Source: an optimization exercise on an open RTL-to-GDS flow (aim: small area and a short achievable clock period). Production flows keep margins and buffers that such runs may drop. In this exercise RTL edits were held to simulation tests only and were not proved equivalent to the original. Power is estimated from default activity; no workload was simulated.

==> flow/design.v (excerpt) <==
module top_32bit(
    input               clk,
    input               we,
    input               reset,
    input      [31:0]   data,
    input      [1:0]    p_sel,
    input      [31:0]   P0,
    input      [31:0]   P1,
    output     [31:0]   P0_out,
    output     [31:0]   P1_out,
    output     [31:0]   data_out
  );
  localparam [2:0] OP_ADD = 3'd0, OP_SUB = 3'd1, OP_MUL = 3'd2, OP_AND = 3'd3,
                   OP_OR  = 3'd4, OP_XOR = 3'd5, OP_LT  = 3'd6;
  reg  [4:0]  a1;
  reg         first;
  always @(posedge clk or posedge reset)
    if (reset) a1 <= 5'd0;
    else       a1 <= first ? 5'd0 : a1 + 5'd1;
  always @(posedge clk)
    first <= reset;
  wire [3:0] d_op = data[31:28];
  wire [2:0] d_rs = data[27:25];
  wire [2:0] d_rA = data[24:22];
  wire [2:0] d_rB = data[21:19];
  reg  [2:0] e_op, e_A, e_B;
  always @* begin
    e_A = d_rA;
    e_B = d_rB;
    case (d_op)
      4'b0000: e_op = OP_ADD;
      4'b0001: e_op = OP_SUB;
      4'b0010: e_op = OP_MUL;
      4'b0011: e_op = OP_AND;
      4'b0100: e_op = OP_OR;
      4'b0101: e_op = OP_XOR;
      4'b0110: begin e_op = OP_LT; e_A = d_rB; e_B = d_rA; end
      4'b0111: e_op = OP_LT;
      4'b1001: begin e_op = OP_AND; e_B = d_rA; end
      default: begin e_op = OP_XOR; e_B = d_rA; end
    endcase
  end
  wire [11:0] enc = {e_op, d_rs, e_A, e_B};
  reg  [11:0] mem [0:31];
  always @(posedge clk)
    if (we) mem[a1] <= enc;
  wire [11:0] Jn = we ? enc : mem[a1];
  wire [2:0]  jn_A = Jn[5:3];
  wire [2:0]  jn_B = Jn[2:0];
  reg  [5:0]  J;
  always @(posedge clk)
    J <= Jn[11:6];
  wire [2:0] j_op = J[5:3];
  wire [2:0] j_rs = J[2:0];
  reg  [31:0]  R0, R1;
  reg  [191:0] Rh;         
  reg  [7:2]   valid;
  reg  [2:0]   rs_cur;     
  wire [31:0]  alu;        
  wire [31:0]  alu_rf;     
  wire [31:0]  wb0 = p_sel[0] ? alu_rf : P0;
  wire [31:0]  wb1 = p_sel[1] ? alu_rf : P1;
  always @(posedge clk or posedge reset)
    if (reset) begin
      R0 <= 32'd0;
      R1 <= 32'd0;
  ...
Settings: LEC_CHECK=0, CAP_MARGIN=20, CORE_MARGIN=2, CORE_UTILIZATION=60, SLEW_MARGIN=20, SYNTH_HIERARCHICAL=1; clock period 12.0 ns.
standard.sh (not shown) runs the stock make flow with config.mk's settings and CLKGATE_MAP_FILE= SYNTH_SCRIPT=/design/flow/synth_recipe.tcl, a recipe that flattens the netlist after the stock synthesis.
==> flow/flow/run.sh <==
#!/bin/bash
# The standard layout (the standard.sh, standard synthesis included) with:
#  - a clock tree of smaller buffers, larger sink clusters and no dummy loads;
#  - port buffers of buf_2 cells.
# make's own output goes to layout_make.log; each ORFS step logs under orfs/logs.
set -euo pipefail
bash standard.sh SETUP_SLACK_MARGIN=7.0 \
  'CTS_ARGS=-sink_clustering_enable -repair_clock_nets -dont_use_dummy_load -buf_list {sky130_fd_sc_hd__clkbuf_4 sky130_fd_sc_hd__clkbuf_8} -sink_clustering_size 16' \
  'BUFFER_PORTS_ARGS=-buffer_cell sky130_fd_sc_hd__buf_2' \
  finish > layout_make.log 2>&1
Edit:
--- a/flow/flow/run.sh
+++ b/flow/flow/run.sh
@@ -6,3 +6,3 @@
 set -euo pipefail
-bash standard.sh SETUP_SLACK_MARGIN=7.0 \
+bash standard.sh SETUP_SLACK_MARGIN=6.5 \
   'CTS_ARGS=-sink_clustering_enable -repair_clock_nets -dont_use_dummy_load -buf_list {sky130_fd_sc_hd__clkbuf_4 sky130_fd_sc_hd__clkbuf_8} -sink_clustering_size 16' \
--- a/flow/config.mk
+++ b/flow/config.mk
@@ -9,3 +9,3 @@
 export CORE_MARGIN = 2
-export CORE_UTILIZATION = 60
+export CORE_UTILIZATION = 65
 export SLEW_MARGIN = 20
Result:
- worst setup slack loses 72 ps
- via count falls by 0.45%
- first-iteration DRC count rises by 8.8%
- die area is lower by 7.6%
- global-route usage went up by 0.85 points
- synthesized cell count stays the same
- register-to-register slack gains 210 ps
- sequential share of layout area rose by 1.6 points


Starting RTL as in the previous note.
Settings: LEC_CHECK=0, CAP_MARGIN=20, CORE_MARGIN=2, CORE_UTILIZATION=60, SLEW_MARGIN=20, SYNTH_HIERARCHICAL=1; clock period 12.0 ns.
==> flow/flow/run.sh <==
#!/bin/bash
# The standard layout (the standard.sh, standard synthesis included) with:
#  - a clock tree of smaller buffers, larger sink clusters and no dummy loads;
#  - port buffers of buf_2 cells.
# make's own output goes to layout_make.log; each ORFS step logs under orfs/logs.
set -euo pipefail
bash standard.sh SETUP_SLACK_MARGIN=6.0 \
  'CTS_ARGS=-sink_clustering_enable -repair_clock_nets -dont_use_dummy_load -buf_list {sky130_fd_sc_hd__clkbuf_4 sky130_fd_sc_hd__clkbuf_8} -sink_clustering_size 16' \
  'BUFFER_PORTS_ARGS=-buffer_cell sky130_fd_sc_hd__buf_2' \
  finish > layout_make.log 2>&1
The starting point finished clean.
Rerun with:
==> flow/flow/run.sh (replaced) <==
#!/bin/bash
# The standard layout (the standard.sh, standard synthesis included) with:
#  - a clock tree of smaller buffers, larger sink clusters and no dummy loads;
#  - port buffers of buf_2 cells.
# make's own output goes to layout_make.log; each ORFS step logs under orfs/logs.
set -euo pipefail
bash standard.sh SETUP_SLACK_MARGIN=6.5 \
  'CTS_ARGS=-sink_clustering_enable -repair_clock_nets -dont_use_dummy_load -buf_list {sky130_fd_sc_hd__clkbuf_4} -root_buf sky130_fd_sc_hd__clkbuf_16 -sink_clustering_size 12' \
  'BUFFER_PORTS_ARGS=-buffer_cell sky130_fd_sc_hd__buf_2' \
  finish > layout_make.log 2>&1
Via count came out higher by 3.4%.
Sequential share of layout area came out lower by 1.5 points.
Clock skew came out higher by 0.082 ns.
Die area is unchanged.
Count of clock-buffer cells in the layout came out higher by 62.
Worst setup slack gets better by 0.35 ns.
Non-clock buffer count came out higher by 99.
Total power came out higher by 3.7%.
Flip-flop and latch count is unchanged.
Routed wire length came out higher by 3.1%.
Rerun with:
--- a/flow/flow/run.sh
+++ b/flow/flow/run.sh
@@ -6,5 +6,5 @@
 set -euo pipefail
 bash standard.sh SETUP_SLACK_MARGIN=6.5 \
-  'CTS_ARGS=-sink_clustering_enable -repair_clock_nets -dont_use_dummy_load -buf_list {sky130_fd_sc_hd__clkbuf_4} -root_buf sky130_fd_sc_hd__clkbuf_16 -sink_clustering_size 12' \
+  'CTS_ARGS=-sink_clustering_enable -repair_clock_nets -dont_use_dummy_load -buf_list {sky130_fd_sc_hd__clkbuf_4 sky130_fd_sc_hd__clkbuf_8} -sink_clustering_size 16' \
   'BUFFER_PORTS_ARGS=-buffer_cell sky130_fd_sc_hd__buf_2' \
   finish > layout_make.log 2>&1
--- a/flow/config.mk
+++ b/flow/config.mk
@@ -8,5 +8,5 @@
 export CAP_MARGIN = 20
 export CORE_MARGIN = 2
-export CORE_UTILIZATION = 60
+export CORE_UTILIZATION = 70
 export SLEW_MARGIN = 20
 export SYNTH_HIERARCHICAL = 1
After rerunning: With this change the flow finished but failed the layout checks on max-capacitance violations, max-slew violations; die area falls by 14%; clock power grows by about 10%; non-clock buffer count increases by 8; synthesized area does not change; cell area grows by 0.32%; power is higher by 8.4%; wire length grows by 15%; critical path depth is higher by 5; core utilization climbs by 12 points.

## re-timing with driven ports
Ports are ideal in the flow. The routed layouts listed here were re-timed in OpenROAD.
Step 1 sets driving cells, clkbuf_16 on the clock port and buf_2 on the other inputs (assumed; they add their load-dependent delay and slew).
Step 2 adds t to the input delays and takes it off the output delays; t is the mean of the earliest and latest rising clock arrival at the registers after step 1. Input paths then give back, and output paths get back, about the clock's delay inside the block.
Slacks: ideal / step 1 / step 2; pairs: ideal / step 1.
run	t (ns)	setup WS [ns]	worst setup path at the end	pins driven straight from the clock port
the first run of note 1	0.839	6.384 / 6.316 / 5.623	input to register	1
the second run of note 1	0.825	6.312 / 6.247 / 5.422	input to register	1
the first run of note 2	0.818	6.020 / 6.032 / 5.248	input to register	1
the second run of note 2	0.771	6.370 / 6.373 / 5.608	input to register	1
the third run of note 2	0.803	5.740 / 5.743 / 4.940	input to register	1
The setup slack of the second run of note 1, which loses most, moves by -0.065 ns with the drivers and by -0.890 ns with both steps.
